Background: an optimization exercise with open tools, aiming at small area. Do not read the settings as production practice.
Function was checked by simulation only, so behaviour that the tests miss may differ from the original.
In every run shown here, the design's own scripts or RTL, not TritonCTS, make the clock network.
No driver is modelled on the clock port, so clock power and skew are understated where the tree is cut down; a real chip needs a root buffer or a tree.

<file path="design.v">
module fir_filter(clk,reset,data_in,data_out);
input clk,reset;
input signed [15:0] data_in;  
output reg signed [15:0] data_out;  
reg [15:0] x0, x1, x2, x3, x4, x5, x6, x7;
wire [15:0] y;
always @(posedge clk or posedge reset)
  if (reset) begin
    x0 <= 0; x1 <= 0; x2 <= 0; x3 <= 0;
    x4 <= 0; x5 <= 0; x6 <= 0; x7 <= 0;
    data_out <= 0;
  end else begin
    x0 <= data_in; x1 <= x0; x2 <= x1; x3 <= x2;
    x4 <= x3; x5 <= x4; x6 <= x5; x7 <= x6;
    data_out <= y;
  end
  wire n1 = x1[0] ^ x6[0];
  wire n2 = x1[0] & x6[0];
  wire n3, n4;
  fir_fa u_n3 (.a(x1[1]), .b(x6[1]), .c(n2), .s(n3), .co(n4));
  wire n5, n6;
  fir_fa u_n5 (.a(x1[2]), .b(x6[2]), .c(n4), .s(n5), .co(n6));
  wire n7, n8;
  fir_fa u_n7 (.a(x1[3]), .b(x6[3]), .c(n6), .s(n7), .co(n8));
  wire n9, n10;
  fir_fa u_n9 (.a(x1[4]), .b(x6[4]), .c(n8), .s(n9), .co(n10));
  wire n11, n12;
  fir_fa u_n11 (.a(x1[5]), .b(x6[5]), .c(n10), .s(n11), .co(n12));
  wire n13, n14;
  fir_fa u_n13 (.a(x1[6]), .b(x6[6]), .c(n12), .s(n13), .co(n14));
  wire n15, n16;
  fir_fa u_n15 (.a(x1[7]), .b(x6[7]), .c(n14), .s(n15), .co(n16));
  wire n17, n18;
  fir_fa u_n17 (.a(x1[8]), .b(x6[8]), .c(n16), .s(n17), .co(n18));
  wire n19, n20;
  fir_fa u_n19 (.a(x1[9]), .b(x6[9]), .c(n18), .s(n19), .co(n20));
  wire n21, n22;
  fir_fa u_n21 (.a(x1[10]), .b(x6[10]), .c(n20), .s(n21), .co(n22));
  wire n23, n24;
  fir_fa u_n23 (.a(x1[11]), .b(x6[11]), .c(n22), .s(n23), .co(n24));
  wire n25, n26;
  fir_fa u_n25 (.a(x1[12]), .b(x6[12]), .c(n24), .s(n25), .co(n26));
  wire n27, n28;
  fir_fa u_n27 (.a(x1[13]), .b(x6[13]), .c(n26), .s(n27), .co(n28));
  wire n29, n30;
  fir_fa u_n29 (.a(x1[14]), .b(x6[14]), .c(n28), .s(n29), .co(n30));
  wire n31, n32;
  fir_fa u_n31 (.a(~x1[15]), .b(~x6[15]), .c(n30), .s(n31), .co(n32));
  wire n33 = 1'b1 ^ x2[0] ^ x5[0];
  wire n34 = (1'b1 & x2[0]) | (1'b1 & x5[0]) | (x2[0] & x5[0]);
  wire n35, n36;
  fir_fa u_n35 (.a(x2[1]), .b(x5[1]), .c(n34), .s(n35), .co(n36));
  wire n37, n38;
  fir_fa u_n37 (.a(x2[2]), .b(x5[2]), .c(n36), .s(n37), .co(n38));
  wire n39, n40;
  fir_fa u_n39 (.a(x2[3]), .b(x5[3]), .c(n38), .s(n39), .co(n40));
  wire n41, n42;
  fir_fa u_n41 (.a(x2[4]), .b(x5[4]), .c(n40), .s(n41), .co(n42));
  wire n43, n44;
  fir_fa u_n43 (.a(x2[5]), .b(x5[5]), .c(n42), .s(n43), .co(n44));
  wire n45, n46;
  fir_fa u_n45 (.a(x2[6]), .b(x5[6]), .c(n44), .s(n45), .co(n46));
  wire n47, n48;
  fir_fa u_n47 (.a(x2[7]), .b(x5[7]), .c(n46), .s(n47), .co(n48));
  wire n49, n50;
  fir_fa u_n49 (.a(x2[8]), .b(x5[8]), .c(n48), .s(n49), .co(n50));
  wire n51, n52;
  fir_fa u_n51 (.a(x2[9]), .b(x5[9]), .c(n50), .s(n51), .co(n52));
  wire n53, n54;
  fir_fa u_n53 (.a(x2[10]), .b(x5[10]), .c(n52), .s(n53), .co(n54));
  wire n55, n56;
  fir_fa u_n55 (.a(x2[11]), .b(x5[11]), .c(n54), .s(n55), .co(n56));
  wire n57, n58;
  fir_fa u_n57 (.a(x2[12]), .b(x5[12]), .c(n56), .s(n57), .co(n58));
  wire n59, n60;
  fir_fa u_n59 (.a(x2[13]), .b(x5[13]), .c(n58), .s(n59), .co(n60));
  wire n61, n62;
  fir_fa u_n61 (.a(x2[14]), .b(x5[14]), .c(n60), .s(n61), .co(n62));
  wire n63, n64;
  fir_fa u_n63 (.a(~x2[15]), .b(~x5[15]), .c(n62), .s(n63), .co(n64));
  wire n65 = x3[0] ^ x4[0];
  wire n66 = x3[0] & x4[0];
  wire n67, n68;
  fir_fa u_n67 (.a(x3[1]), .b(x4[1]), .c(n66), .s(n67), .co(n68));
  wire n69, n70;
  fir_fa u_n69 (.a(x3[2]), .b(x4[2]), .c(n68), .s(n69), .co(n70));
  wire n71, n72;
  fir_fa u_n71 (.a(x3[3]), .b(x4[3]), .c(n70), .s(n71), .co(n72));
  wire n73, n74;
  fir_fa u_n73 (.a(x3[4]), .b(x4[4]), .c(n72), .s(n73), .co(n74));
  wire n75, n76;
  fir_fa u_n75 (.a(x3[5]), .b(x4[5]), .c(n74), .s(n75), .co(n76));
  wire n77, n78;
  fir_fa u_n77 (.a(x3[6]), .b(x4[6]), .c(n76), .s(n77), .co(n78));
  wire n79, n80;
  fir_fa u_n79 (.a(x3[7]), .b(x4[7]), .c(n78), .s(n79), .co(n80));
  wire n81, n82;
  fir_fa u_n81 (.a(x3[8]), .b(x4[8]), .c(n80), .s(n81), .co(n82));
  wire n83, n84;
  fir_fa u_n83 (.a(x3[9]), .b(x4[9]), .c(n82), .s(n83), .co(n84));
  wire n85, n86;
  fir_fa u_n85 (.a(x3[10]), .b(x4[10]), .c(n84), .s(n85), .co(n86));
  wire n87, n88;
  fir_fa u_n87 (.a(x3[11]), .b(x4[11]), .c(n86), .s(n87), .co(n88));
  wire n89, n90;
  fir_fa u_n89 (.a(x3[12]), .b(x4[12]), .c(n88), .s(n89), .co(n90));
  wire n91, n92;
  fir_fa u_n91 (.a(x3[13]), .b(x4[13]), .c(n90), .s(n91), .co(n92));
  wire n93, n94;
  fir_fa u_n93 (.a(x3[14]), .b(x4[14]), .c(n92), .s(n93), .co(n94));
  wire n95, n96;
  fir_fa u_n95 (.a(~x3[15]), .b(~x4[15]), .c(n94), .s(n95), .co(n96));
  wire n97 = ~x0[0] ^ n33;
  wire n98 = ~x0[0] & n33;
  wire n99, n100;
  fir_fa u_n99 (.a(~x0[1]), .b(n98), .c(n35), .s(n99), .co(n100));
  wire n101, n102;
  fir_fa u_n101 (.a(~x0[2]), .b(n37), .c(n100), .s(n101), .co(n102));
  wire n103, n104;
  fir_fa u_n103 (.a(~x0[3]), .b(n39), .c(n102), .s(n103), .co(n104));
  wire n105, n106;
  fir_fa u_n105 (.a(~x0[4]), .b(n41), .c(n104), .s(n105), .co(n106));
  wire n107, n108;
  fir_fa u_n107 (.a(~x0[5]), .b(n43), .c(n106), .s(n107), .co(n108));
  wire n109, n110;
  fir_fa u_n109 (.a(~x0[6]), .b(n45), .c(n108), .s(n109), .co(n110));
  wire n111, n112;
  fir_fa u_n111 (.a(~x0[7]), .b(n47), .c(n110), .s(n111), .co(n112));
  wire n113, n114;
  fir_fa u_n113 (.a(~x0[8]), .b(n49), .c(n112), .s(n113), .co(n114));
  wire n115, n116;
  fir_fa u_n115 (.a(~x0[9]), .b(n51), .c(n114), .s(n115), .co(n116));
  wire n117, n118;
  fir_fa u_n117 (.a(~x0[10]), .b(n53), .c(n116), .s(n117), .co(n118));
  wire n119, n120;
  fir_fa u_n119 (.a(~x0[11]), .b(n55), .c(n118), .s(n119), .co(n120));
  wire n121, n122;
  fir_fa u_n121 (.a(~x0[12]), .b(n57), .c(n120), .s(n121), .co(n122));
  wire n123, n124;
  fir_fa u_n123 (.a(~x0[13]), .b(n59), .c(n122), .s(n123), .co(n124));
  wire n125, n126;
  fir_fa u_n125 (.a(~x0[14]), .b(n61), .c(n124), .s(n125), .co(n126));
  wire n127, n128;
  fir_fa u_n127 (.a(x0[15]), .b(n63), .c(n126), .s(n127), .co(n128));
  wire n129 = n64 ^ n128;
  wire n130 = n64 & n128;
  wire n131 = x0[3] ^ n1;
  wire n132 = x0[3] & n1;
  wire n133, n134;
  fir_fa u_n133 (.a(x0[4]), .b(n132), .c(n3), .s(n133), .co(n134));
  wire n135, n136;
  fir_fa u_n135 (.a(x0[5]), .b(n5), .c(n134), .s(n135), .co(n136));
  wire n137, n138;
  fir_fa u_n137 (.a(x0[6]), .b(n7), .c(n136), .s(n137), .co(n138));
  wire n139, n140;
  fir_fa u_n139 (.a(x0[7]), .b(n9), .c(n138), .s(n139), .co(n140));
  wire n141, n142;
  fir_fa u_n141 (.a(x0[8]), .b(n11), .c(n140), .s(n141), .co(n142));
  wire n143, n144;
  fir_fa u_n143 (.a(x0[9]), .b(n13), .c(n142), .s(n143), .co(n144));
  wire n145, n146;
  fir_fa u_n145 (.a(x0[10]), .b(n15), .c(n144), .s(n145), .co(n146));
  wire n147, n148;
  fir_fa u_n147 (.a(x0[11]), .b(n17), .c(n146), .s(n147), .co(n148));
  wire n149, n150;
  fir_fa u_n149 (.a(x0[12]), .b(n19), .c(n148), .s(n149), .co(n150));
  wire n151, n152;
  fir_fa u_n151 (.a(x0[13]), .b(n21), .c(n150), .s(n151), .co(n152));
  wire n153, n154;
  fir_fa u_n153 (.a(x0[14]), .b(n23), .c(n152), .s(n153), .co(n154));
  wire n155, n156;
  fir_fa u_n155 (.a(~x0[15]), .b(n25), .c(n154), .s(n155), .co(n156));
  wire n157 = n27 ^ n156;
  wire n158 = n27 & n156;
  wire n159 = n158 ^ n29;
  wire n160 = n158 & n29;
  wire n161 = n160 ^ n31;
  wire n162 = n160 & n31;
  wire n163 = n32 ^ n162;
  wire n164 = n32 & n162;
  wire n165 = 1'b1 ^ x7[0] ^ n3;
  wire n166 = (1'b1 & x7[0]) | (1'b1 & n3) | (x7[0] & n3);
  wire n167, n168;
  fir_fa u_n167 (.a(x7[1]), .b(n5), .c(n166), .s(n167), .co(n168));
  wire n169, n170;
  fir_fa u_n169 (.a(x7[2]), .b(n7), .c(n168), .s(n169), .co(n170));
  wire n171, n172;
  fir_fa u_n171 (.a(x7[3]), .b(n9), .c(n170), .s(n171), .co(n172));
  wire n173, n174;
  fir_fa u_n173 (.a(x7[4]), .b(n11), .c(n172), .s(n173), .co(n174));
  wire n175, n176;
  fir_fa u_n175 (.a(x7[5]), .b(n13), .c(n174), .s(n175), .co(n176));
  wire n177, n178;
  fir_fa u_n177 (.a(x7[6]), .b(n15), .c(n176), .s(n177), .co(n178));
  wire n179, n180;
  fir_fa u_n179 (.a(x7[7]), .b(n17), .c(n178), .s(n179), .co(n180));
  wire n181, n182;
  fir_fa u_n181 (.a(x7[8]), .b(n19), .c(n180), .s(n181), .co(n182));
  wire n183, n184;
  fir_fa u_n183 (.a(x7[9]), .b(n21), .c(n182), .s(n183), .co(n184));
  wire n185, n186;
  fir_fa u_n185 (.a(x7[10]), .b(n23), .c(n184), .s(n185), .co(n186));
  wire n187, n188;
  fir_fa u_n187 (.a(x7[11]), .b(n25), .c(n186), .s(n187), .co(n188));
  wire n189, n190;
  fir_fa u_n189 (.a(x7[12]), .b(n27), .c(n188), .s(n189), .co(n190));
  wire n191, n192;
  fir_fa u_n191 (.a(x7[13]), .b(n29), .c(n190), .s(n191), .co(n192));
  wire n193, n194;
  fir_fa u_n193 (.a(x7[14]), .b(n192), .c(n31), .s(n193), .co(n194));
  wire n195, n196;
  fir_fa u_n195 (.a(~x7[15]), .b(n32), .c(n194), .s(n195), .co(n196));
  wire n197 = 1'b1 ^ x7[0] ^ n97;
  wire n198 = (1'b1 & x7[0]) | (1'b1 & n97) | (x7[0] & n97);
  wire n199, n200;
  fir_fa u_n199 (.a(x7[1]), .b(n198), .c(n99), .s(n199), .co(n200));
  wire n201, n202;
  fir_fa u_n201 (.a(x7[2]), .b(n200), .c(n101), .s(n201), .co(n202));
  wire n203, n204;
  fir_fa u_n203 (.a(x7[3]), .b(n202), .c(n103), .s(n203), .co(n204));
  wire n205, n206;
  fir_fa u_n205 (.a(x7[4]), .b(n204), .c(n105), .s(n205), .co(n206));
  wire n207, n208;
  fir_fa u_n207 (.a(x7[5]), .b(n206), .c(n107), .s(n207), .co(n208));
  wire n209, n210;
  fir_fa u_n209 (.a(x7[6]), .b(n208), .c(n109), .s(n209), .co(n210));
  wire n211, n212;
  fir_fa u_n211 (.a(x7[7]), .b(n210), .c(n111), .s(n211), .co(n212));
  wire n213, n214;
  fir_fa u_n213 (.a(x7[8]), .b(n212), .c(n113), .s(n213), .co(n214));
  wire n215, n216;
  fir_fa u_n215 (.a(x7[9]), .b(n214), .c(n115), .s(n215), .co(n216));
  wire n217, n218;
  fir_fa u_n217 (.a(x7[10]), .b(n216), .c(n117), .s(n217), .co(n218));
  wire n219, n220;
  fir_fa u_n219 (.a(x7[11]), .b(n218), .c(n119), .s(n219), .co(n220));
  wire n221, n222;
  fir_fa u_n221 (.a(x7[12]), .b(n220), .c(n121), .s(n221), .co(n222));
  wire n223, n224;
  fir_fa u_n223 (.a(x7[13]), .b(n222), .c(n123), .s(n223), .co(n224));
  wire n225, n226;
  fir_fa u_n225 (.a(x7[14]), .b(n224), .c(n125), .s(n225), .co(n226));
  wire n227, n228;
  fir_fa u_n227 (.a(~x7[15]), .b(n226), .c(n127), .s(n227), .co(n228));
  wire n229 = n65 ^ n99;
  wire n230 = n65 & n99;
  wire n231, n232;
  fir_fa u_n231 (.a(n67), .b(n230), .c(n101), .s(n231), .co(n232));
  wire n233, n234;
  fir_fa u_n233 (.a(n69), .b(n232), .c(n103), .s(n233), .co(n234));
  wire n235, n236;
  fir_fa u_n235 (.a(n71), .b(n234), .c(n105), .s(n235), .co(n236));
  wire n237, n238;
  fir_fa u_n237 (.a(n73), .b(n236), .c(n107), .s(n237), .co(n238));
  wire n239, n240;
  fir_fa u_n239 (.a(n75), .b(n238), .c(n109), .s(n239), .co(n240));
  wire n241, n242;
  fir_fa u_n241 (.a(n77), .b(n240), .c(n111), .s(n241), .co(n242));
  wire n243, n244;
  fir_fa u_n243 (.a(n79), .b(n242), .c(n113), .s(n243), .co(n244));
  wire n245, n246;
  fir_fa u_n245 (.a(n81), .b(n244), .c(n115), .s(n245), .co(n246));
  wire n247, n248;
  fir_fa u_n247 (.a(n83), .b(n246), .c(n117), .s(n247), .co(n248));
  wire n249, n250;
  fir_fa u_n249 (.a(n85), .b(n248), .c(n119), .s(n249), .co(n250));
  wire n251, n252;
  fir_fa u_n251 (.a(n87), .b(n250), .c(n121), .s(n251), .co(n252));
  wire n253, n254;
  fir_fa u_n253 (.a(n89), .b(n252), .c(n123), .s(n253), .co(n254));
  wire n255, n256;
  fir_fa u_n255 (.a(n91), .b(n254), .c(n125), .s(n255), .co(n256));
  wire n257, n258;
  fir_fa u_n257 (.a(n93), .b(n256), .c(n127), .s(n257), .co(n258));
  wire n259, n260;
  fir_fa u_n259 (.a(n95), .b(n129), .c(n258), .s(n259), .co(n260));
  wire n261, n262;
  fir_fa u_n261 (.a(n96), .b(n130), .c(n260), .s(n261), .co(n262));
  wire n263 = 1'b1 ^ x0[0] ^ n201;
  wire n264 = (1'b1 & x0[0]) | (1'b1 & n201) | (x0[0] & n201);
  wire n265, n266;
  fir_fa u_n265 (.a(x0[1]), .b(n264), .c(n203), .s(n265), .co(n266));
  wire n267, n268;
  fir_fa u_n267 (.a(x0[2]), .b(n266), .c(n205), .s(n267), .co(n268));
  wire n269, n270;
  fir_fa u_n269 (.a(n131), .b(n268), .c(n207), .s(n269), .co(n270));
  wire n271, n272;
  fir_fa u_n271 (.a(n133), .b(n270), .c(n209), .s(n271), .co(n272));
  wire n273, n274;
  fir_fa u_n273 (.a(n135), .b(n272), .c(n211), .s(n273), .co(n274));
  wire n275, n276;
  fir_fa u_n275 (.a(n137), .b(n274), .c(n213), .s(n275), .co(n276));
  wire n277, n278;
  fir_fa u_n277 (.a(n139), .b(n276), .c(n215), .s(n277), .co(n278));
  wire n279, n280;
  fir_fa u_n279 (.a(n141), .b(n278), .c(n217), .s(n279), .co(n280));
  wire n281, n282;
  fir_fa u_n281 (.a(n143), .b(n280), .c(n219), .s(n281), .co(n282));
  wire n283 = n145 ^ n221;
  wire n284 = n145 & n221;
  wire n285, n286;
  fir_fa u_n285 (.a(n147), .b(n284), .c(n223), .s(n285), .co(n286));
  wire n287, n288;
  fir_fa u_n287 (.a(n149), .b(n286), .c(n225), .s(n287), .co(n288));
  wire n289, n290;
  fir_fa u_n289 (.a(n151), .b(n288), .c(n227), .s(n289), .co(n290));
  wire n291, n292;
  fir_fa u_n291 (.a(n153), .b(n129), .c(n228), .s(n291), .co(n292));
  wire n293 = n290 ^ n291;
  wire n294 = n290 & n291;
  wire n295, n296;
  fir_fa u_n295 (.a(n155), .b(n130), .c(n292), .s(n295), .co(n296));
  wire n297 = n294 ^ n295;
  wire n298 = n294 & n295;
  wire n299 = ~(n1 | n199);
  wire n300, n301;
  fir_fa u_n300 (.a(n97), .b(n165), .c(~n299), .s(n300), .co(n301));
  wire n302 = ~(n300 | n263);
  wire n303 = 1'b0 ^ x0[0] ^ n167;
  wire n304 = (1'b0 & x0[0]) | (1'b0 & n167) | (x0[0] & n167);
  wire n305, n306;
  fir_fa u_n305 (.a(n229), .b(n303), .c(n301), .s(n305), .co(n306));
  wire n307 = (~n302 & n305) | (~n302 & n265) | (n305 & n265);
  wire n308, n309;
  fir_fa u_n308 (.a(x0[1]), .b(~n65), .c(n1), .s(n308), .co(n309));
  wire n310, n311;
  fir_fa u_n310 (.a(n308), .b(n304), .c(n169), .s(n310), .co(n311));
  wire n312, n313;
  fir_fa u_n312 (.a(n231), .b(n310), .c(n306), .s(n312), .co(n313));
  wire n314 = (n312 & n267) | (n312 & n307) | (n267 & n307);
  wire n315, n316;
  fir_fa u_n315 (.a(x0[2]), .b(~n67), .c(n309), .s(n315), .co(n316));
  wire n317, n318;
  fir_fa u_n317 (.a(n165), .b(n197), .c(n315), .s(n317), .co(n318));
  wire n319, n320;
  fir_fa u_n319 (.a(n317), .b(n171), .c(n311), .s(n319), .co(n320));
  wire n321, n322;
  fir_fa u_n321 (.a(n233), .b(n319), .c(n313), .s(n321), .co(n322));
  wire n323 = (n321 & n314) | (n321 & n269) | (n314 & n269);
  wire n324, n325;
  fir_fa u_n324 (.a(n131), .b(~n69), .c(n316), .s(n324), .co(n325));
  wire n326, n327;
  fir_fa u_n326 (.a(n167), .b(n318), .c(n324), .s(n326), .co(n327));
  wire n328, n329;
  fir_fa u_n328 (.a(n199), .b(n326), .c(n173), .s(n328), .co(n329));
  wire n330, n331;
  fir_fa u_n330 (.a(n320), .b(n328), .c(n235), .s(n330), .co(n331));
  wire n332, n333;
  fir_fa u_n332 (.a(n322), .b(n330), .c(n323), .s(n332), .co(n333));
  wire n334 = ~(n271 | n332);
  wire n335, n336;
  fir_fa u_n335 (.a(n133), .b(~n71), .c(n325), .s(n335), .co(n336));
  wire n337, n338;
  fir_fa u_n337 (.a(n169), .b(n327), .c(n335), .s(n337), .co(n338));
  wire n339, n340;
  fir_fa u_n339 (.a(n337), .b(n263), .c(n175), .s(n339), .co(n340));
  wire n341, n342;
  fir_fa u_n341 (.a(n329), .b(n339), .c(n331), .s(n341), .co(n342));
  wire n343, n344;
  fir_fa u_n343 (.a(n237), .b(n341), .c(n333), .s(n343), .co(n344));
  wire n345 = (n273 & ~n334) | (n273 & n343) | (~n334 & n343);
  wire n346, n347;
  fir_fa u_n346 (.a(n1), .b(n135), .c(~n73), .s(n346), .co(n347));
  wire n348, n349;
  fir_fa u_n348 (.a(n336), .b(n346), .c(n171), .s(n348), .co(n349));
  wire n350, n351;
  fir_fa u_n350 (.a(n338), .b(n348), .c(n265), .s(n350), .co(n351));
  wire n352, n353;
  fir_fa u_n352 (.a(n340), .b(n177), .c(n350), .s(n352), .co(n353));
  wire n354, n355;
  fir_fa u_n354 (.a(n342), .b(n239), .c(n352), .s(n354), .co(n355));
  wire n356, n357;
  fir_fa u_n356 (.a(n354), .b(n344), .c(n275), .s(n356), .co(n357));
  wire n358 = ~(n345 | n356);
  wire n359, n360;
  fir_fa u_n359 (.a(n165), .b(n137), .c(n347), .s(n359), .co(n360));
  wire n361, n362;
  fir_fa u_n361 (.a(n359), .b(n349), .c(n173), .s(n361), .co(n362));
  wire n363, n364;
  fir_fa u_n363 (.a(n361), .b(n351), .c(n267), .s(n363), .co(n364));
  wire n365, n366;
  fir_fa u_n365 (.a(n179), .b(n353), .c(n363), .s(n365), .co(n366));
  wire n367, n368;
  fir_fa u_n367 (.a(n241), .b(n355), .c(n365), .s(n367), .co(n368));
  wire n369, n370;
  fir_fa u_n369 (.a(n367), .b(n357), .c(n277), .s(n369), .co(n370));
  wire n371 = (n75 & n358) | (n75 & ~n369) | (n358 & ~n369);
  wire n372 = 1'b1 ^ n97 ^ ~n167;
  wire n373 = (1'b1 & n97) | (1'b1 & ~n167) | (n97 & ~n167);
  wire n374, n375;
  fir_fa u_n374 (.a(n372), .b(~n139), .c(n77), .s(n374), .co(n375));
  wire n376, n377;
  fir_fa u_n376 (.a(n360), .b(n175), .c(n362), .s(n376), .co(n377));
  wire n378, n379;
  fir_fa u_n378 (.a(n376), .b(n364), .c(n269), .s(n378), .co(n379));
  wire n380, n381;
  fir_fa u_n380 (.a(n181), .b(n366), .c(n378), .s(n380), .co(n381));
  wire n382, n383;
  fir_fa u_n382 (.a(n243), .b(n368), .c(n380), .s(n382), .co(n383));
  wire n384, n385;
  fir_fa u_n384 (.a(n382), .b(n370), .c(n279), .s(n384), .co(n385));
  wire n386 = (n374 & n371) | (n374 & ~n384) | (n371 & ~n384);
  wire n387, n388;
  fir_fa u_n387 (.a(n229), .b(~n169), .c(n373), .s(n387), .co(n388));
  wire n389, n390;
  fir_fa u_n389 (.a(n387), .b(n79), .c(n375), .s(n389), .co(n390));
  wire n391, n392;
  fir_fa u_n391 (.a(n141), .b(n177), .c(n377), .s(n391), .co(n392));
  wire n393, n394;
  fir_fa u_n393 (.a(n391), .b(n379), .c(n271), .s(n393), .co(n394));
  wire n395, n396;
  fir_fa u_n395 (.a(n183), .b(n381), .c(n393), .s(n395), .co(n396));
  wire n397, n398;
  fir_fa u_n397 (.a(n245), .b(n383), .c(n395), .s(n397), .co(n398));
  wire n399, n400;
  fir_fa u_n399 (.a(n397), .b(n385), .c(n281), .s(n399), .co(n400));
  wire n401 = (n389 & n386) | (n389 & ~n399) | (n386 & ~n399);
  wire n402 = 1'b0 ^ n1 ^ n97;
  wire n403 = (1'b0 & n1) | (1'b0 & n97) | (n1 & n97);
  wire n404, n405;
  fir_fa u_n404 (.a(n402), .b(n171), .c(~n231), .s(n404), .co(n405));
  wire n406, n407;
  fir_fa u_n406 (.a(~n388), .b(n404), .c(n143), .s(n406), .co(n407));
  wire n408, n409;
  fir_fa u_n408 (.a(~n81), .b(~n390), .c(n406), .s(n408), .co(n409));
  wire n410, n411;
  fir_fa u_n410 (.a(n179), .b(n392), .c(n408), .s(n410), .co(n411));
  wire n412, n413;
  fir_fa u_n412 (.a(n410), .b(n394), .c(n273), .s(n412), .co(n413));
  wire n414, n415;
  fir_fa u_n414 (.a(n185), .b(n396), .c(n412), .s(n414), .co(n415));
  wire n416, n417;
  fir_fa u_n416 (.a(n247), .b(n398), .c(n414), .s(n416), .co(n417));
  wire n418, n419;
  fir_fa u_n418 (.a(n416), .b(n282), .c(n283), .s(n418), .co(n419));
  wire n420 = (n400 & n418) | (n400 & ~n401) | (n418 & ~n401);
  wire n421 = 1'b0 ^ n403 ^ n165;
  wire n422 = (1'b0 & n403) | (1'b0 & n165) | (n403 & n165);
  wire n423, n424;
  fir_fa u_n423 (.a(n421), .b(n229), .c(n173), .s(n423), .co(n424));
  wire n425, n426;
  fir_fa u_n425 (.a(~n233), .b(n405), .c(n423), .s(n425), .co(n426));
  wire n427, n428;
  fir_fa u_n427 (.a(n145), .b(n407), .c(~n83), .s(n427), .co(n428));
  wire n429, n430;
  fir_fa u_n429 (.a(n425), .b(n427), .c(n181), .s(n429), .co(n430));
  wire n431, n432;
  fir_fa u_n431 (.a(n409), .b(n411), .c(n429), .s(n431), .co(n432));
  wire n433, n434;
  fir_fa u_n433 (.a(n431), .b(n413), .c(n187), .s(n433), .co(n434));
  wire n435, n436;
  fir_fa u_n435 (.a(n275), .b(n415), .c(n433), .s(n435), .co(n436));
  wire n437, n438;
  fir_fa u_n437 (.a(n249), .b(n417), .c(n435), .s(n437), .co(n438));
  wire n439, n440;
  fir_fa u_n439 (.a(n437), .b(n419), .c(n285), .s(n439), .co(n440));
  wire n441 = ~(n439 | n420);
  wire n442, n443;
  fir_fa u_n442 (.a(~n97), .b(n167), .c(n422), .s(n442), .co(n443));
  wire n444, n445;
  fir_fa u_n444 (.a(n442), .b(n231), .c(n175), .s(n444), .co(n445));
  wire n446, n447;
  fir_fa u_n446 (.a(n424), .b(n444), .c(n426), .s(n446), .co(n447));
  wire n448, n449;
  fir_fa u_n448 (.a(n235), .b(~n147), .c(n85), .s(n448), .co(n449));
  wire n450, n451;
  fir_fa u_n450 (.a(n428), .b(n446), .c(n183), .s(n450), .co(n451));
  wire n452, n453;
  fir_fa u_n452 (.a(n430), .b(n450), .c(n432), .s(n452), .co(n453));
  wire n454, n455;
  fir_fa u_n454 (.a(n452), .b(n189), .c(n434), .s(n454), .co(n455));
  wire n456, n457;
  fir_fa u_n456 (.a(n277), .b(n436), .c(n454), .s(n456), .co(n457));
  wire n458, n459;
  fir_fa u_n458 (.a(n438), .b(n456), .c(n251), .s(n458), .co(n459));
  wire n460, n461;
  fir_fa u_n460 (.a(n458), .b(n440), .c(n287), .s(n460), .co(n461));
  wire n462 = (n448 & n441) | (n448 & ~n460) | (n441 & ~n460);
  wire n463, n464;
  fir_fa u_n463 (.a(~n229), .b(n169), .c(n443), .s(n463), .co(n464));
  wire n465, n466;
  fir_fa u_n465 (.a(n463), .b(n233), .c(n445), .s(n465), .co(n466));
  wire n467, n468;
  fir_fa u_n467 (.a(n177), .b(n465), .c(n447), .s(n467), .co(n468));
  wire n469, n470;
  fir_fa u_n469 (.a(n237), .b(n87), .c(n449), .s(n469), .co(n470));
  wire n471, n472;
  fir_fa u_n471 (.a(n149), .b(n467), .c(n185), .s(n471), .co(n472));
  wire n473, n474;
  fir_fa u_n473 (.a(n451), .b(n471), .c(n453), .s(n473), .co(n474));
  wire n475, n476;
  fir_fa u_n475 (.a(n473), .b(n191), .c(n455), .s(n475), .co(n476));
  wire n477, n478;
  fir_fa u_n477 (.a(n279), .b(n457), .c(n475), .s(n477), .co(n478));
  wire n479, n480;
  fir_fa u_n479 (.a(n477), .b(n459), .c(n253), .s(n479), .co(n480));
  wire n481, n482;
  fir_fa u_n481 (.a(~n469), .b(n479), .c(n461), .s(n481), .co(n482));
  wire n483, n484;
  fir_fa u_n483 (.a(n289), .b(~n462), .c(n481), .s(n483), .co(n484));
  wire n485, n486;
  fir_fa u_n485 (.a(n171), .b(~n231), .c(n464), .s(n485), .co(n486));
  wire n487, n488;
  fir_fa u_n487 (.a(n485), .b(n235), .c(n466), .s(n487), .co(n488));
  wire n489, n490;
  fir_fa u_n489 (.a(n179), .b(n487), .c(n468), .s(n489), .co(n490));
  wire n491, n492;
  fir_fa u_n491 (.a(n239), .b(n89), .c(n470), .s(n491), .co(n492));
  wire n493, n494;
  fir_fa u_n493 (.a(n151), .b(n489), .c(n187), .s(n493), .co(n494));
  wire n495, n496;
  fir_fa u_n495 (.a(n472), .b(n493), .c(n474), .s(n495), .co(n496));
  wire n497, n498;
  fir_fa u_n497 (.a(~n491), .b(n495), .c(n476), .s(n497), .co(n498));
  wire n499, n500;
  fir_fa u_n499 (.a(n193), .b(n281), .c(n478), .s(n499), .co(n500));
  wire n501, n502;
  fir_fa u_n501 (.a(n497), .b(n499), .c(n480), .s(n501), .co(n502));
  wire n503, n504;
  fir_fa u_n503 (.a(n255), .b(n501), .c(n293), .s(n503), .co(n504));
  wire n505, n506;
  fir_fa u_n505 (.a(n482), .b(n503), .c(n484), .s(n505), .co(n506));
  wire n507, n508;
  fir_fa u_n507 (.a(n173), .b(~n233), .c(n486), .s(n507), .co(n508));
  wire n509, n510;
  fir_fa u_n509 (.a(n507), .b(n237), .c(n488), .s(n509), .co(n510));
  wire n511, n512;
  fir_fa u_n511 (.a(n181), .b(n509), .c(n490), .s(n511), .co(n512));
  wire n513, n514;
  fir_fa u_n513 (.a(n241), .b(n91), .c(n492), .s(n513), .co(n514));
  wire n515, n516;
  fir_fa u_n515 (.a(n153), .b(n511), .c(n189), .s(n515), .co(n516));
  wire n517, n518;
  fir_fa u_n517 (.a(n494), .b(n515), .c(n496), .s(n517), .co(n518));
  wire n519, n520;
  fir_fa u_n519 (.a(~n513), .b(n282), .c(n517), .s(n519), .co(n520));
  wire n521, n522;
  fir_fa u_n521 (.a(n283), .b(n498), .c(n195), .s(n521), .co(n522));
  wire n523, n524;
  fir_fa u_n523 (.a(n519), .b(n500), .c(n521), .s(n523), .co(n524));
  wire n525, n526;
  fir_fa u_n525 (.a(n502), .b(n257), .c(n523), .s(n525), .co(n526));
  wire n527, n528;
  fir_fa u_n527 (.a(n525), .b(n297), .c(n504), .s(n527), .co(n528));
  wire n529, n530;
  fir_fa u_n529 (.a(n175), .b(~n235), .c(n508), .s(n529), .co(n530));
  wire n531, n532;
  fir_fa u_n531 (.a(n529), .b(n239), .c(n510), .s(n531), .co(n532));
  wire n533, n534;
  fir_fa u_n533 (.a(n183), .b(n531), .c(n512), .s(n533), .co(n534));
  wire n535, n536;
  fir_fa u_n535 (.a(n243), .b(n93), .c(n514), .s(n535), .co(n536));
  wire n537, n538;
  fir_fa u_n537 (.a(n155), .b(n157), .c(n533), .s(n537), .co(n538));
  wire n539, n540;
  fir_fa u_n539 (.a(n191), .b(n516), .c(n537), .s(n539), .co(n540));
  wire n541, n542;
  fir_fa u_n541 (.a(~n535), .b(n539), .c(n518), .s(n541), .co(n542));
  wire n543, n544;
  fir_fa u_n543 (.a(n196), .b(n520), .c(n541), .s(n543), .co(n544));
  wire n545, n546;
  fir_fa u_n545 (.a(n522), .b(n285), .c(n543), .s(n545), .co(n546));
  wire n547, n548;
  fir_fa u_n547 (.a(n524), .b(n545), .c(n526), .s(n547), .co(n548));
  wire n549, n550;
  fir_fa u_n549 (.a(n259), .b(n296), .c(n547), .s(n549), .co(n550));
  wire n551, n552;
  fir_fa u_n551 (.a(n298), .b(n549), .c(n528), .s(n551), .co(n552));
  wire n553 = 1'b0 ^ n177 ^ n530;
  wire n554 = (1'b0 & n177) | (1'b0 & n530) | (n177 & n530);
  wire n555, n556;
  fir_fa u_n555 (.a(~n237), .b(n553), .c(n241), .s(n555), .co(n556));
  wire n557, n558;
  fir_fa u_n557 (.a(n532), .b(n185), .c(n555), .s(n557), .co(n558));
  wire n559, n560;
  fir_fa u_n559 (.a(n157), .b(n534), .c(n557), .s(n559), .co(n560));
  wire n561, n562;
  fir_fa u_n561 (.a(n159), .b(~n95), .c(n538), .s(n561), .co(n562));
  wire n563, n564;
  fir_fa u_n563 (.a(~n245), .b(~n536), .c(n559), .s(n563), .co(n564));
  wire n565, n566;
  fir_fa u_n565 (.a(n540), .b(n561), .c(n193), .s(n565), .co(n566));
  wire n567, n568;
  fir_fa u_n567 (.a(n563), .b(n542), .c(n565), .s(n567), .co(n568));
  wire n569, n570;
  fir_fa u_n569 (.a(n544), .b(n567), .c(n287), .s(n569), .co(n570));
  wire n571, n572;
  fir_fa u_n571 (.a(n546), .b(n569), .c(n548), .s(n571), .co(n572));
  wire n573, n574;
  fir_fa u_n573 (.a(n261), .b(n550), .c(n571), .s(n573), .co(n574));
  wire n575 = 1'b0 ^ n179 ^ n554;
  wire n576 = (1'b0 & n179) | (1'b0 & n554) | (n179 & n554);
  wire n577, n578;
  fir_fa u_n577 (.a(n575), .b(n243), .c(n556), .s(n577), .co(n578));
  wire n579, n580;
  fir_fa u_n579 (.a(n187), .b(n558), .c(n577), .s(n579), .co(n580));
  wire n581, n582;
  fir_fa u_n581 (.a(~n239), .b(n159), .c(~n96), .s(n581), .co(n582));
  wire n583, n584;
  fir_fa u_n583 (.a(~n247), .b(n560), .c(n579), .s(n583), .co(n584));
  wire n585, n586;
  fir_fa u_n585 (.a(n161), .b(n581), .c(n562), .s(n585), .co(n586));
  wire n587, n588;
  fir_fa u_n587 (.a(n564), .b(n583), .c(n585), .s(n587), .co(n588));
  wire n589, n590;
  fir_fa u_n589 (.a(n566), .b(n195), .c(n587), .s(n589), .co(n590));
  wire n591, n592;
  fir_fa u_n591 (.a(n568), .b(n589), .c(n570), .s(n591), .co(n592));
  wire n593, n594;
  fir_fa u_n593 (.a(n289), .b(n262), .c(n591), .s(n593), .co(n594));
  wire n595, n596;
  fir_fa u_n595 (.a(n572), .b(n593), .c(n574), .s(n595), .co(n596));
  wire n597, n598;
  fir_fa u_n597 (.a(n181), .b(n576), .c(~n241), .s(n597), .co(n598));
  wire n599, n600;
  fir_fa u_n599 (.a(n597), .b(n578), .c(n245), .s(n599), .co(n600));
  wire n601, n602;
  fir_fa u_n601 (.a(n189), .b(n580), .c(n599), .s(n601), .co(n602));
  wire n603, n604;
  fir_fa u_n603 (.a(n161), .b(n582), .c(~n249), .s(n603), .co(n604));
  wire n605, n606;
  fir_fa u_n605 (.a(n584), .b(n601), .c(n163), .s(n605), .co(n606));
  wire n607, n608;
  fir_fa u_n607 (.a(n586), .b(n603), .c(n605), .s(n607), .co(n608));
  wire n609, n610;
  fir_fa u_n609 (.a(n196), .b(n588), .c(n607), .s(n609), .co(n610));
  wire n611, n612;
  fir_fa u_n611 (.a(n590), .b(n609), .c(n293), .s(n611), .co(n612));
  wire n613, n614;
  fir_fa u_n613 (.a(n592), .b(n611), .c(n594), .s(n613), .co(n614));
  wire n615, n616;
  fir_fa u_n615 (.a(n183), .b(~n243), .c(n598), .s(n615), .co(n616));
  wire n617, n618;
  fir_fa u_n617 (.a(n615), .b(n600), .c(n247), .s(n617), .co(n618));
  wire n619, n620;
  fir_fa u_n619 (.a(n191), .b(n602), .c(n617), .s(n619), .co(n620));
  wire n621, n622;
  fir_fa u_n621 (.a(n164), .b(n163), .c(n604), .s(n621), .co(n622));
  wire n623, n624;
  fir_fa u_n623 (.a(~n251), .b(n619), .c(n606), .s(n623), .co(n624));
  wire n625, n626;
  fir_fa u_n625 (.a(n621), .b(n608), .c(n623), .s(n625), .co(n626));
  wire n627, n628;
  fir_fa u_n627 (.a(n625), .b(n610), .c(n297), .s(n627), .co(n628));
  wire n629, n630;
  fir_fa u_n629 (.a(n612), .b(n627), .c(n614), .s(n629), .co(n630));
  wire n631, n632;
  fir_fa u_n631 (.a(n185), .b(~n245), .c(n616), .s(n631), .co(n632));
  wire n633, n634;
  fir_fa u_n633 (.a(n157), .b(n631), .c(n618), .s(n633), .co(n634));
  wire n635, n636;
  fir_fa u_n635 (.a(n249), .b(n164), .c(n193), .s(n635), .co(n636));
  wire n637, n638;
  fir_fa u_n637 (.a(n620), .b(n633), .c(n635), .s(n637), .co(n638));
  wire n639, n640;
  fir_fa u_n639 (.a(n622), .b(~n253), .c(n624), .s(n639), .co(n640));
  wire n641, n642;
  fir_fa u_n641 (.a(n637), .b(n626), .c(n639), .s(n641), .co(n642));
  wire n643, n644;
  fir_fa u_n643 (.a(n641), .b(n296), .c(n298), .s(n643), .co(n644));
  wire n645, n646;
  fir_fa u_n645 (.a(n628), .b(n643), .c(n630), .s(n645), .co(n646));
  wire n647, n648;
  fir_fa u_n647 (.a(n187), .b(n159), .c(n632), .s(n647), .co(n648));
  wire n649, n650;
  fir_fa u_n649 (.a(~n247), .b(n647), .c(n634), .s(n649), .co(n650));
  wire n651, n652;
  fir_fa u_n651 (.a(n251), .b(n636), .c(n195), .s(n651), .co(n652));
  wire n653, n654;
  fir_fa u_n653 (.a(n649), .b(n638), .c(n651), .s(n653), .co(n654));
  wire n655, n656;
  fir_fa u_n655 (.a(~n255), .b(n640), .c(n653), .s(n655), .co(n656));
  wire n657, n658;
  fir_fa u_n657 (.a(n642), .b(n655), .c(n644), .s(n657), .co(n658));
  wire n659 = 1'b0 ^ n189 ^ n648;
  wire n660 = (1'b0 & n189) | (1'b0 & n648) | (n189 & n648);
  wire n661, n662;
  fir_fa u_n661 (.a(n161), .b(~n249), .c(n659), .s(n661), .co(n662));
  wire n663, n664;
  fir_fa u_n663 (.a(n196), .b(n650), .c(n253), .s(n663), .co(n664));
  wire n665, n666;
  fir_fa u_n665 (.a(n661), .b(n652), .c(n663), .s(n665), .co(n666));
  wire n667, n668;
  fir_fa u_n667 (.a(n654), .b(~n257), .c(n665), .s(n667), .co(n668));
  wire n669, n670;
  fir_fa u_n669 (.a(n656), .b(n667), .c(n658), .s(n669), .co(n670));
  wire n671, n672;
  fir_fa u_n671 (.a(n191), .b(n163), .c(n660), .s(n671), .co(n672));
  wire n673, n674;
  fir_fa u_n673 (.a(~n251), .b(n671), .c(n662), .s(n673), .co(n674));
  wire n675, n676;
  fir_fa u_n675 (.a(n255), .b(n664), .c(n673), .s(n675), .co(n676));
  wire n677, n678;
  fir_fa u_n677 (.a(n666), .b(n675), .c(~n259), .s(n677), .co(n678));
  wire n679, n680;
  fir_fa u_n679 (.a(n668), .b(n677), .c(n670), .s(n679), .co(n680));
  wire n681 = 1'b0 ^ n164 ^ n193;
  wire n682 = (1'b0 & n164) | (1'b0 & n193) | (n164 & n193);
  wire n683, n684;
  fir_fa u_n683 (.a(n672), .b(n681), .c(~n253), .s(n683), .co(n684));
  wire n685, n686;
  fir_fa u_n685 (.a(n674), .b(n683), .c(n257), .s(n685), .co(n686));
  wire n687, n688;
  fir_fa u_n687 (.a(n676), .b(n685), .c(n678), .s(n687), .co(n688));
  wire n689, n690;
  fir_fa u_n689 (.a(~n261), .b(n687), .c(n680), .s(n689), .co(n690));
  wire n691 = 1'b1 ^ ~n682 ^ ~n195;
  wire n692 = (1'b1 & ~n682) | (1'b1 & ~n195) | (~n682 & ~n195);
  wire n693, n694;
  fir_fa u_n693 (.a(n691), .b(n255), .c(~n684), .s(n693), .co(n694));
  wire n695, n696;
  fir_fa u_n695 (.a(~n693), .b(n686), .c(n259), .s(n695), .co(n696));
  wire n697, n698;
  fir_fa u_n697 (.a(~n262), .b(n695), .c(n688), .s(n697), .co(n698));
  wire n699, n700;
  fir_fa u_n699 (.a(~n196), .b(n692), .c(n257), .s(n699), .co(n700));
  wire n701, n702;
  fir_fa u_n701 (.a(n694), .b(n699), .c(~n261), .s(n701), .co(n702));
  wire n703, n704;
  fir_fa u_n703 (.a(n696), .b(~n701), .c(n698), .s(n703), .co(n704));
  wire n705 = n700 ^ n259 ^ ~n262;
  wire n706 = n702 ^ n705 ^ ~n704;
  wire n707 = n506 ^ n527;
  wire n708 = ~(n506 | n527);
  wire n709 = ~n551 ^ n708;
  wire n710 = ~n551 & n708;
  wire n711, n712;
  fir_fa u_n711 (.a(n552), .b(n573), .c(~n710), .s(n711), .co(n712));
  wire n713 = n595 ^ n712;
  wire n714 = ~(n595 | n712);
  wire n715, n716;
  fir_fa u_n715 (.a(n596), .b(n613), .c(~n714), .s(n715), .co(n716));
  wire n717 = n629 ^ n716;
  wire n718 = ~(n629 | n716);
  wire n719 = ~n645 ^ n718;
  wire n720 = ~n645 & n718;
  wire n721 = n646 ^ n657;
  wire n722 = ~(n646 | n657);
  wire n723 = ~n669 ^ n722;
  wire n724 = ~n669 & n722;
  wire n725 = ~n679 ^ n724;
  wire n726 = ~n679 & n724;
  wire n727 = ~n689 ^ n726;
  wire n728 = ~n689 & n726;
  wire n729, n730;
  fir_fa u_n729 (.a(n690), .b(n697), .c(~n728), .s(n729), .co(n730));
  wire n731 = n703 ^ n730;
  wire n732 = ~(n703 | n730);
  wire n733 = n706 ^ n732;
  wire n734 = n646 ^ n657 ^ 1'b0;
  wire n735 = (n646 & n657) | (n646 & 1'b0) | (n657 & 1'b0);
  wire n736 = n669 ^ n735;
  wire n737 = ~(n669 | n735);
  wire n738 = ~n679 ^ n737;
  wire n739 = ~n679 & n737;
  wire n740 = ~n689 ^ n739;
  wire n741 = ~n689 & n739;
  wire n742, n743;
  fir_fa u_n742 (.a(n690), .b(n697), .c(~n741), .s(n742), .co(n743));
  wire n744 = n703 ^ n743;
  wire n745 = ~(n703 | n743);
  wire n746 = n706 ^ n745;
  wire n747 = n720 ? ~n734 : n721;
  wire n748 = n720 ? n736 : n723;
  wire n749 = n720 ? n738 : n725;
  wire n750 = n720 ? n740 : n727;
  wire n751 = n720 ? n742 : n729;
  wire n752 = n720 ? n744 : n731;
  wire n753 = n720 ? n746 : n733;
  assign y = {n753, n752, ~n751, n750, n749, n748, n747, n719, n717, ~n715, n713, ~n711, n709, n707, ~n505, ~n483};
endmodule
module fir_fa(a, b, c, s, co);
input a, b, c;
output s, co;
assign s = a ^ b ^ c;
assign co = (a & b) | (a & c) | (b & c);
endmodule
</file>
<file path="flow/run.sh">
#!/bin/bash
# The standard layout (bash standard.sh) with these changes:
#  - port buffers (one per input and output port, as standard) use buf_1 cells;
#  - after clock tree synthesis, its tree is replaced (POST_CTS_TCL hook) by a
#    two-level tree (flow/mantree.tcl, flow/rebuild.tcl): clk -> one clkbuf_8
#    -> 8 clkbuf_8 leaves, each driving the x* sample flip-flops of one
#    placement cluster; the 16 data_out flip-flops get their own leaf, fed
#    through two clkdlybuf4s50_1 cells.  That skew only helps the
#    register-to-register paths x* -> data_out (the filter arithmetic); the
#    input paths (data_in -> x0) see the normal clock and the output paths
#    (data_out -> ports) only lose slack.
# standard.sh's output goes to standard_flow.log; ORFS's per-step logs stay in orfs/logs.
set -euo pipefail
FLOWDIR="$PWD/flow"
cat > "$PWD/post_cts.tcl" <<EOF
source $FLOWDIR/mantree.tcl
source $FLOWDIR/rebuild.tcl
clktree_rebuild 8 sky130_fd_sc_hd__clkbuf_8 sky130_fd_sc_hd__clkbuf_8 {data_out*} sky130_fd_sc_hd__clkdlybuf4s50_1 2
detailed_placement
check_placement -verbose
estimate_parasitics -placement
report_worst_slack -max
report_worst_slack -min
EOF
export POST_CTS_TCL="$PWD/post_cts.tcl"
# the timing repair that follows global routing runs with the final clock tree
export SKIP_CTS_REPAIR_TIMING=1
export BUFFER_PORTS_ARGS="-buffer_cell sky130_fd_sc_hd__buf_1"
export CTS_ARGS="-sink_clustering_enable -repair_clock_nets -buf_list sky130_fd_sc_hd__clkbuf_8 -dont_use_dummy_load"
bash standard.sh > standard_flow.log 2>&1
</file>
<file path="flow/mantree.tcl">
# Build a two-level clock tree by hand: the clock port drives one root
# buffer, which drives NLEAF leaf buffers, each feeding the flip-flops of one
# k-means cluster (by placed location) directly.
proc mantree_build { nleaf leaf_cell root_cell {late_pat ""} {dly_cell ""} {ndly 0} } {
  set db [ord::get_db]
  set block [ord::get_db_block]
  set clknet [$block findNet clk]
  set sinks {}
  set late {}
  foreach it [$clknet getITerms] {
    if {$late_pat ne "" && [string match $late_pat [[$it getInst] getName]]} {
      lappend late $it
    } else {
      lappend sinks $it
    }
  }
  set pts {}
  foreach it $sinks {
    set b [[$it getInst] getBBox]
    lappend pts [list [expr {([$b xMin] + [$b xMax]) / 2}] [expr {([$b yMin] + [$b yMax]) / 2}]]
  }
  set n [llength $pts]
  # k-means, deterministic init: sinks sorted by x then split evenly
  set order [lsort -integer -indices [lmap p $pts {lindex $p 0}]]
  set cent {}
  for {set k 0} {$k < $nleaf} {incr k} {
    set i [lindex $order [expr {int(($k + 0.5) * $n / $nleaf)}]]
    lappend cent [lindex $pts $i]
  }
  set cap [expr {int(ceil(double($n) / $nleaf)) + 2}]
  for {set iter 0} {$iter < 30} {incr iter} {
    # capacity-limited assignment: closest sink-centroid pairs first
    set pairs {}
    for {set i 0} {$i < $n} {incr i} {
      set p [lindex $pts $i]
      for {set k 0} {$k < $nleaf} {incr k} {
        set c [lindex $cent $k]
        set d [expr {abs([lindex $p 0] - [lindex $c 0]) + abs([lindex $p 1] - [lindex $c 1])}]
        lappend pairs [list $d $i $k]
      }
    }
    set pairs [lsort -real -index 0 $pairs]
    set asg [lrepeat $n -1]
    set cnt [lrepeat $nleaf 0]
    foreach pr $pairs {
      lassign $pr d i k
      if {[lindex $asg $i] >= 0} continue
      if {[lindex $cnt $k] >= $cap} continue
      lset asg $i $k
      lset cnt $k [expr {[lindex $cnt $k] + 1}]
    }
    set newc {}
    for {set k 0} {$k < $nleaf} {incr k} {
      set sx 0; set sy 0; set m 0
      for {set i 0} {$i < $n} {incr i} {
        if {[lindex $asg $i] == $k} {
          set sx [expr {$sx + [lindex $pts $i 0]}]
          set sy [expr {$sy + [lindex $pts $i 1]}]
          incr m
        }
      }
      if {$m > 0} {
        lappend newc [list [expr {$sx / $m}] [expr {$sy / $m}]]
      } else {
        lappend newc [lindex $cent $k]
      }
    }
    set cent $newc
  }
  # root buffer at the centroid of the leaves
  set rx 0; set ry 0
  foreach c $cent { set rx [expr {$rx + [lindex $c 0]}]; set ry [expr {$ry + [lindex $c 1]}] }
  set rx [expr {$rx / $nleaf}]; set ry [expr {$ry / $nleaf}]
  set rmaster [$db findMaster $root_cell]
  set lmaster [$db findMaster $leaf_cell]
  set root [odb::dbInst_create $block $rmaster "clkroot_buf"]
  $root setLocation [expr {int($rx)}] [expr {int($ry)}]
  $root setPlacementStatus PLACED
  set rnet [odb::dbNet_create $block "clk_root"]
  $rnet setSigType CLOCK
  foreach it $sinks { $it disconnect }
  foreach it $late { $it disconnect }
  [$root findITerm A] connect $clknet
  [$root findITerm X] connect $rnet
  for {set k 0} {$k < $nleaf} {incr k} {
    set leaf [odb::dbInst_create $block $lmaster "clkleaf_buf_$k"]
    $leaf setLocation [expr {int([lindex $cent $k 0])}] [expr {int([lindex $cent $k 1])}]
    $leaf setPlacementStatus PLACED
    set lnet [odb::dbNet_create $block "clk_leaf_$k"]
    $lnet setSigType CLOCK
    [$leaf findITerm A] connect $rnet
    [$leaf findITerm X] connect $lnet
    for {set i 0} {$i < $n} {incr i} {
      if {[lindex $asg $i] == $k} {
        [lindex $sinks $i] connect $lnet
      }
    }
  }
  if {[llength $late] > 0} {
    # the late cluster: root net -> ndly delay cells -> one leaf buffer
    set lx 0; set ly 0
    foreach it $late {
      set b [[$it getInst] getBBox]
      set lx [expr {$lx + ([$b xMin] + [$b xMax]) / 2}]
      set ly [expr {$ly + ([$b yMin] + [$b yMax]) / 2}]
    }
    set lx [expr {int($lx / [llength $late])}]; set ly [expr {int($ly / [llength $late])}]
    set prev $rnet
    set dmaster [$db findMaster $dly_cell]
    for {set d 0} {$d < $ndly} {incr d} {
      set di [odb::dbInst_create $block $dmaster "clkdly_buf_$d"]
      $di setLocation $lx $ly
      $di setPlacementStatus PLACED
      set dn [odb::dbNet_create $block "clk_dly_$d"]
      $dn setSigType CLOCK
      [$di findITerm A] connect $prev
      [$di findITerm X] connect $dn
      set prev $dn
    }
    set leaf [odb::dbInst_create $block $lmaster "clkleaf_buf_late"]
    $leaf setLocation $lx $ly
    $leaf setPlacementStatus PLACED
    set lnet [odb::dbNet_create $block "clk_leaf_late"]
    $lnet setSigType CLOCK
    [$leaf findITerm A] connect $prev
    [$leaf findITerm X] connect $lnet
    foreach it $late { $it connect $lnet }
  }
  puts "mantree: $n sinks, $nleaf leaves, cluster sizes $cnt, late [llength $late] via $ndly $dly_cell"
}
</file>
<file path="flow/rebuild.tcl">
# Replace the clock tree that clock_tree_synthesis built with a two-level
# tree (mantree.tcl): every flip-flop clock pin goes back on the clock net,
# the CTS buffers and their nets are removed, then the new tree is built.
proc clktree_rebuild { nleaf leaf_cell root_cell {late_pat ""} {dly_cell ""} {ndly 0} } {
  set block [ord::get_db_block]
  set clknet [$block findNet clk]
  set bufs {}
  foreach inst [$block getInsts] {
    if {[string match "clkbuf_*" [$inst getName]] && [string match "sky130_fd_sc_hd__clkbuf_*" [[$inst getMaster] getName]]} {
      lappend bufs $inst
    }
  }
  set nets {}
  foreach b $bufs {
    set onet [[$b findITerm X] getNet]
    if {$onet ne "NULL"} { lappend nets $onet }
  }
  foreach onet $nets {
    foreach it [$onet getITerms] {
      set inst [$it getInst]
      if {[lsearch -exact $bufs $inst] >= 0} continue
      $it disconnect
      $it connect $clknet
    }
  }
  foreach b $bufs { odb::dbInst_destroy $b }
  foreach onet $nets { odb::dbNet_destroy $onet }
  puts "clktree_rebuild: removed [llength $bufs] CTS buffers"
  mantree_build $nleaf $leaf_cell $root_cell $late_pat $dly_cell $ndly
}
</file>
<file path="standard.sh">
#!/bin/bash
# synth_recipe.tcl (not shown) runs the flow's synth.tcl, then flattens the netlist and writes it again
# the make line also repeats each setting of config.mk as NAME=value (left out here)
make -C /OpenROAD-flow-scripts/flow DESIGN_CONFIG=/design/flow/config.mk WORK_HOME=/design/flow/orfs CLKGATE_MAP_FILE= SYNTH_SCRIPT=/design/flow/synth_recipe.tcl "${@:-finish}"
</file>
<file path="config.mk">
export PLATFORM = sky130hd
export DESIGN_NAME = fir_filter
export DESIGN_NICKNAME = fir_filter
export VERILOG_FILES = /design/flow/design.v
export SDC_FILE = /design/flow/constraint.sdc
export NUM_CORES = 4
export LEC_CHECK = 0
export CAP_MARGIN = 20
export CORE_MARGIN = 2
export CORE_UTILIZATION = 64
export GPL_TIMING_DRIVEN = 0
export SLEW_MARGIN = 20
export SYNTH_HIERARCHICAL = 1
</file>
<file path="constraint.sdc">
create_clock -name core_clock -period 13.0 [get_ports {clk}]
set_input_delay 2.6000 -clock core_clock [delete_from_list [all_inputs] [get_ports {clk}]]
set_output_delay 2.6000 -clock core_clock [all_outputs]
set_load 0.01 [all_outputs]
</file>
==> key figures, run 1 <==
Job
  • Max_cap viols: 0

Drt
  • Iteration-0 DRC Markers: between 150 and 200
  • Final WL: 19.77 mm
  • # DRC: 0
  • First-pass DRT Iterations: 4
  • Routed via count: 4879
  • Post-DR vias/cell: 5.332
  • Post-route ant nets: 0
  • DR WL/cell: 21.61 um

Final layout
  • Fin nets: 1068
  • Antenna Cells: 0
  • Post-Layout Cell Count: 915
  • Fillers: approximately 1200
  • Layout Area Growth over Synthesis: 5.349%
  • Layout cell share with drive strength beyond 1: 0.02464

Synth
  • Async SR Flop Fraction: 1.000
  • Yosys reg bits: 144
  • Cell taking the most area after synthesis: fa_1
  • Area contributors post-synth: fa_1 58%, dfrtp_1 32%, ha_1 3.9%
  • Yosys cell types: 24
  • Yosys warning count: 7
  • Ys flop type: dfrtp_1
  • Post-synth net total: 1020
  • Post-synth top cells: 323 x fa_1, 144 x dfrtp_1, 104 x inv_1
  • Post-synth EDFFs: 0
  • Synth Area per Inst: 17.36 um^2
  • Synth Instances: 644
  • Seq/Total Area, Yosys: 0.3223
  • Post-synthesis cell area: approximately 11000 um^2
  • Yosys top cell area share: 0.5783
  • Most frequent cell after synthesis: fa_1

Global route
  • Number of global-route vias before repair: 6146
  • Total GRT Usage: 0.2439
  • Initial antenna violation count: 0
  • Grt ovf: 0
  • Largest net degree at the start of global routing: 74
  • First-pass GRT wire length: ~33 mm

Worst hold path
  • Hold Crit Endpoint: data_out[0]$_DFF_PP0_
  • Critical hold path startpoint: x0[13]$_DFF_PP0_
  • Hold Path Stages: 4
  • Worst min-delay path class: register to register

Place
  • DP Wirelength: approximately 18 mm
  • IO Port Bufs: 33
  • DP Cell Count: about 900
  • GPL Wtd Cong: 0.9055

Run status
  • Outcome: no timing/DRC/antenna violations

Timing
  • Fin crit share: 0.9525
  • Total negative slack: 0 ps
  • Worst-Margin Slew: 491.5 ps
  • Final hold violation count: 0
  • RSZ-0062 raised after global routing: no
  • Max-slew headroom: 0.6723
  • Clk_skew: 984.0 ps
  • Setup violators final: 0
  • Max Freq: 0.08076 GHz
  • Min Tclk post-route: 12380 ps
  • Final Max Tran Viols: 0

Clock tree
  • Worst skew pair latency: 1380 ps
  • Total clock sinks: 144
  • Clock Pin Slew Worst Setup and Hold Paths: 90 ps

Worst setup path
  • CP Launch Type: register
  • CP Max Fanout: 5
  • Worst Setup SP: x1[0]$_DFF_PP0_
  • CP Data Required Time: roughly 14000 ps
  • R2R depth: 40
  • CP max stage cell: fa_1
  • R2R Setup Slk: slightly above 600 ps
  • Most Frequent Cell on Critical Path: fa_1
  • Crit. End Element: register
  • Reg-to-Reg Start: x1[0]$_DFF_PP0_
  • CP arrival: around 14000 ps
  • Delay of the slowest cell on the worst path: between 700 and 800 ps
  • CP Class: register to register
  • Reg2reg end: data_out[15]$_DFF_PP0_

Floorplan
  • I/O pins: 34
  • Die Width: 136.2 um
  • Die area: 18540 um^2
  • Die Span Y: 136.2 um
  • Initial core utilization: 0.6509
  • Placeable Area: 17180 um^2
  • Row count: 48
==> per-module statistics from Yosys, one instance, submodules excluded <==
module | cell area (um^2) | flip-flops and latches | cells | times used
fir_fa | 20.02 | 0 | 1 | 323
fir_filter | 4715 | 144 | 321 | 1
==> state kept, by name (all words and copies together) (netlist names) <==
name,cells
x7,16
x4,16
x0,16
x6,16
x1,16
data_out,16
x2,16
x5,16
x3,16
==> layout by cell type, fill, tap and decap left out, types with 2 or more instances in the layout <==
cell type,instances
fa_1,323
dfrtp_1,144
inv_1,103
ha_1,35
buf_1,33
clkbuf_8,10
xnor2_1,7
nand2_1,4
o22ai_1,3
nor2_1,3
nor2b_1,2
a31oi_1,2
nand2b_1,2
mux2i_1,2
xor2_1,2
clkdlybuf4s50_1,2
==> worst max-delay path by stage <==
stage / to / cells past startpoint
finish: data_out[15]$_DFF_PP0_ / 40
global route: data_out[15]$_DFF_PP0_ / 40
detailed placement: data_out[15]$_DFF_PP0_ / 40
global placement: data_out[15]$_DFF_PP0_ / 40
floorplan: data_out[15]$_DFF_PP0_ / 40
==> layer usage <==
metal,global-route usage,wire [um]
met5,0,0
met4,0.04109,361
met3,0.03803,998
met2,0.3797,9347
met1,0.3850,9065
==> kinds of logic after synthesis <==
family	after synthesis	share of synthesized area
AND/OR/NAND/NOR	13	0.005707
AO/OA/AOI/OAI	10	0.006602
XOR/XNOR	9	0.007051
adder cells (fa/ha/maj)	359	0.6184
multiplexers	4	0.004028
buffers and inverters	105	0.03592
flip-flops	144	0.3223
==> stage by stage <==
stage	utilization	cell area (um^2)	hold WS [ps]	worst slack (ps)
3_5_place_dp	0.6766	11620	364.0	-448.3
2_1_floorplan	-	11180	353.7	412.9
6_report	0.6858	11780	349.3	617.3
5_1_grt	0.6858	11780	397.7	164.9
3_3_place_gp	0.6745	11590	356.4	-356.3
==> area by class of cell <==
| class | count | area, um^2 | share of cell area |
|---|---|---|---|
| multi-input cells | 395 | 7176 | 0.6092 |
| inverters | 104 | 397.9 | 0.03378 |
| plain buffers | 13 | 168.9 | 0.01434 |
| flip-flops and latches | 144 | 3603 | 0.3059 |
| well taps | 225 | 281.5 | 0.02390 |
| repair buffers | 34 | 151.4 | 0.01285 |
==> critical path, delay by kind of cell, from the launching register on <==
| family | cells | cell delay (ps) |
|---|---|---|
| adder cells (fa/ha/maj) | 30 | 11800 |
| multiplexers | 1 | 250 |
| XOR/XNOR | 2 | 320 |
| AND/OR/NAND/NOR | 1 | 100 |
| flip-flops | 1 | 390 |
| buffers and inverters | 6 | 400 |
==> run 2, diff against run 1 <==
--- a/config.mk
+++ b/config.mk
@@ -8,5 +8,5 @@
 export CAP_MARGIN = 20
 export CORE_MARGIN = 2
-export CORE_UTILIZATION = 64
+export CORE_UTILIZATION = 80
 export GPL_TIMING_DRIVEN = 0
 export SLEW_MARGIN = 20
==> run 2 against run 1 <==
  * Clock skew decreased by 3.9 ps
  * Critical path type unchanged
  * First-iteration DRC count increased by 140%
  * Still clean on timing, DRC and antenna
  * Die area decreased by 19%
==> key figures, run 2 <==
Timing
  • Max Freq: 0.07918 GHz (was 0.08076 GHz)
  • Total negative slack: 0 ps (unchanged)
  • Worst-Margin Slew: 475.8 ps (was 491.5 ps)
  • Final Max Tran Viols: 0 (unchanged)
  • Fin crit share: 0.9716 (was 0.9525)
  • Max-slew headroom: 0.6828 (was 0.6723)
  • RSZ-0062 raised after global routing: no (unchanged)
  • Min Tclk post-route: 12630 ps (was 12380 ps)
  • Clk_skew: 980.1 ps (was 984.0 ps)
  • Setup violators final: 0 (unchanged)
  • Final hold violation count: 0 (unchanged)

Worst setup path
  • Delay-heaviest family, CP: adder cells (unchanged)
  • CP arrival: 13920 ps (was 13700 ps)
  • Delay of the slowest cell on the worst path: 730 ps (was 740 ps)
  • CP Class: register to register (unchanged)
  • CP max stage cell: fa_1 (unchanged)
  • CP Max Fanout: 5 (unchanged)
  • WP buf/inv: 6 (unchanged)
  • Most Frequent Cell on Critical Path: fa_1 (unchanged)
  • CP Launch Type: register (unchanged)
  • Crit. End Element: register (unchanged)
  • CP Data Required Time: 14290 ps (was 14320 ps)

Final layout
  • Antenna Cells: 0 (unchanged)
  • Fin nets: 1068 (unchanged)
  • Layout Area Growth over Synthesis: 4.868% (was 5.349%)
  • Commonest non-fill, non-tap cell in the layout: fa_1 (unchanged)
  • Fin area: 11730 um^2 (was 11780 um^2)
  • Layout cell share with drive strength beyond 1: 0.02609 (was 0.02464)
  • Most frequent cells in the layout: 322 x fa_1, 144 x dfrtp_1, 103 x inv_1 (was 323 x fa_1, 144 x dfrtp_1, 103 x inv_1)

Global route
  • Number of global-route vias before repair: 6759 (was 6146)
  • Total GRT Usage: 0.3638 (was 0.2439)
  • First-pass GRT wire length: 37.85 mm (was 33.00 mm)
  • Grt ovf: 0 (unchanged)
  • Largest net degree at the start of global routing: 75 (was 74)
  • Initial antenna violation count: 0 (unchanged)

Synth
  • Async SR Flop Fraction: 1.000 (unchanged)
  • Post-synth net total: 1020 (unchanged)
  • Seq/Total Area, Yosys: 0.3223 (unchanged)
  • Synth Instances: 644 (unchanged)
  • Yosys warning count: 7 (unchanged)
  • Post-synth top cells: 323 x fa_1, 144 x dfrtp_1, 104 x inv_1 (unchanged)
  • Synth Area per Inst: 17.36 um^2 (unchanged)
  • Yosys cell types: 24 (unchanged)
  • Post-synth EDFFs: 0 (unchanged)
  • Area contributors post-synth: fa_1 58%, dfrtp_1 32%, ha_1 3.9% (unchanged)
  • Most frequent cell after synthesis: fa_1 (unchanged)
  • Yosys top cell area share: 0.5783 (unchanged)
  • Ys flop type: dfrtp_1 (unchanged)
  • Yosys reg bits: 144 (unchanged)
  • Post-synthesis cell area: 11180 um^2 (unchanged)
  • Cell taking the most area after synthesis: fa_1 (unchanged)

Clock tree
  • Clock Pin Slew Worst Setup and Hold Paths: 90 ps (about the same)
  • Total clock sinks: 144 (unchanged)
  • Worst skew pair latency: 1360 ps (was 1380 ps)

Worst hold path
  • Worst min-delay path class: register to register (unchanged)

Drt
  • # DRC: 0 (unchanged)
  • DR WL/cell: 27.61 um (was 21.61 um)
  • Final WL: 24.02 mm (was 19.77 mm)
  • Post-route ant nets: 0 (unchanged)
  • Post-DR vias/cell: 6.124 (was 5.332)
  • Routed via count: 5328 (was 4879)
  • Iteration-0 DRC Markers: 382 (was 157)
  • First-pass DRT Iterations: 4 (unchanged)

Run status
  • Outcome: no timing/DRC/antenna violations (unchanged)

Place
  • GPL Wtd Cong: 0.9476 (was 0.9055)
  • DP Wirelength: 19.71 mm (was 18.03 mm)
  • IO Port Bufs: 33 (unchanged)
  • Placed cell areas: 11560 um^2 (was 11620 um^2)

Floorplan
  • Initial core utilization: 0.8118 (was 0.6509)
  • I/O pins: 34 (unchanged)
  • Die Width: 122.2 um (was 136.2 um)
  • Placeable Area: 13770 um^2 (was 17180 um^2)
  • Die area: 14940 um^2 (was 18540 um^2)
  • Row count: 43 (was 48)
  • Die Span Y: 122.2 um (was 136.2 um)

Job
  • Max_cap viols: 0 (unchanged)
-- run 2: cell counts after synthesis --
Identical to the previous run, type by type.
-- run 2: metrics by stage --
step / util / setup WS [ps] / instances / hold WS, ps
detailed placement: 0.8397 / -667.5 / 858 / 358.4
floorplan: - / 412.9 / 644 / 353.7
global placement: 0.8371 / -251.8 / 857 / 356.2
global route: 0.8513 / 38.68 / 870 / 395.7
finish: 0.8513 / 369.8 / 870 / 337.3
-- run 2: worst paths after layout --
| path | startpoint | endpoint | slack (ps) | depth (start not counted) |
|---|---|---|---|---|
| max in group asynchronous | reset | x0[0]$_DFF_PP0_ | 10020 | 3 |
| min | x0[13]$_DFF_PP0_ | data_out[0]$_DFF_PP0_ | 340 | 4 |
| min reg2reg | x0[13]$_DFF_PP0_ | data_out[0]$_DFF_PP0_ | 340 | 4 |
| max reg2reg | x6[0]$_DFF_PP0_ | data_out[15]$_DFF_PP0_ | 370 | 40 |
| max | x6[0]$_DFF_PP0_ | data_out[15]$_DFF_PP0_ | 370 | 40 |
| min in group asynchronous | reset | data_out[3]$_DFF_PP0_ | 1740 | 3 |
-- run 2: cells by family after synthesis --
| logic type | count (synthesis) | share of synthesized area |
|---|---|---|
| mux | 4 | 0.004028 |
| buf+inv | 105 | 0.03592 |
| xor+xnor | 9 | 0.007051 |
| simple gates | 13 | 0.005707 |
| flops | 144 | 0.3223 |
| fa+ha+maj | 359 | 0.6184 |
| compound gates | 10 | 0.006602 |
-- run 2: worst reg2reg max path, delay by kind of cell, from the launching register on --
kind | cells | cell delay, ps
xor+xnor | 2 | 350
fa+ha+maj | 30 | 11990
buf+inv | 6 | 450
flops | 1 | 400
mux | 1 | 240
simple gates | 1 | 100
-- run 2: per-layer routing --
metal  routed length (um)  global-route usage  part of all wire  vias to the layer above
li1                     -                   -                 -                     1991
met1                 8751              0.4991              0.36                     2958
met2                11920              0.5781              0.50                      295
met3                 2016             0.08829             0.084                       84
met4                 1326              0.1588             0.055                        0
met5                    0                   0                 0                        -
-- run 2: cell type report --
cell class                 count  area, um^2
multi-input combinational    395        7178
sequential                   144        3603
fill                         616        2048
inverter                     104       397.9
tap                          180       225.2
buffer                        13       168.9
timing repair buffer          34       151.4
-- run 2: per-module statistics from Yosys, one instance, submodules excluded --
module	flip-flops and latches	cell area, um^2
fir_fa	0	20.02
fir_filter	144	4715

## separate check: timing with driven ports
How much do the figures lean on ideal ports? The routed layouts below were timed once more, with nothing changed but the port constraints.
Step 1: set_driving_cell puts a clkbuf_16 on clk and a buf_2 on each other input, an assumption about the parent block.
Step 2, shift: input delay + t, output delay - t, t = (earliest + latest rising clock arrival at the registers) / 2. This alone moves slack from input paths to output paths.
a / b / c = ideal / step 1 / step 2; a / b = the first two.
run | t, ns | setup slack, ns | clock arrival spread, ns | worst register clock-pin slew, ns | cell pins on the clock port's net
run 1 | 0.925 | 0.617 / 0.617 / 0.617 | 0.984 / 0.984 | 0.10 / 0.10 | 1
run 2 | 0.896 | 0.370 / 0.370 / 0.370 | 0.980 / 0.980 | 0.11 / 0.11 | 1
In run 1 and run 2 the clock reaches the registers at very different times; t lies between them, and the last value is a rough guide only.
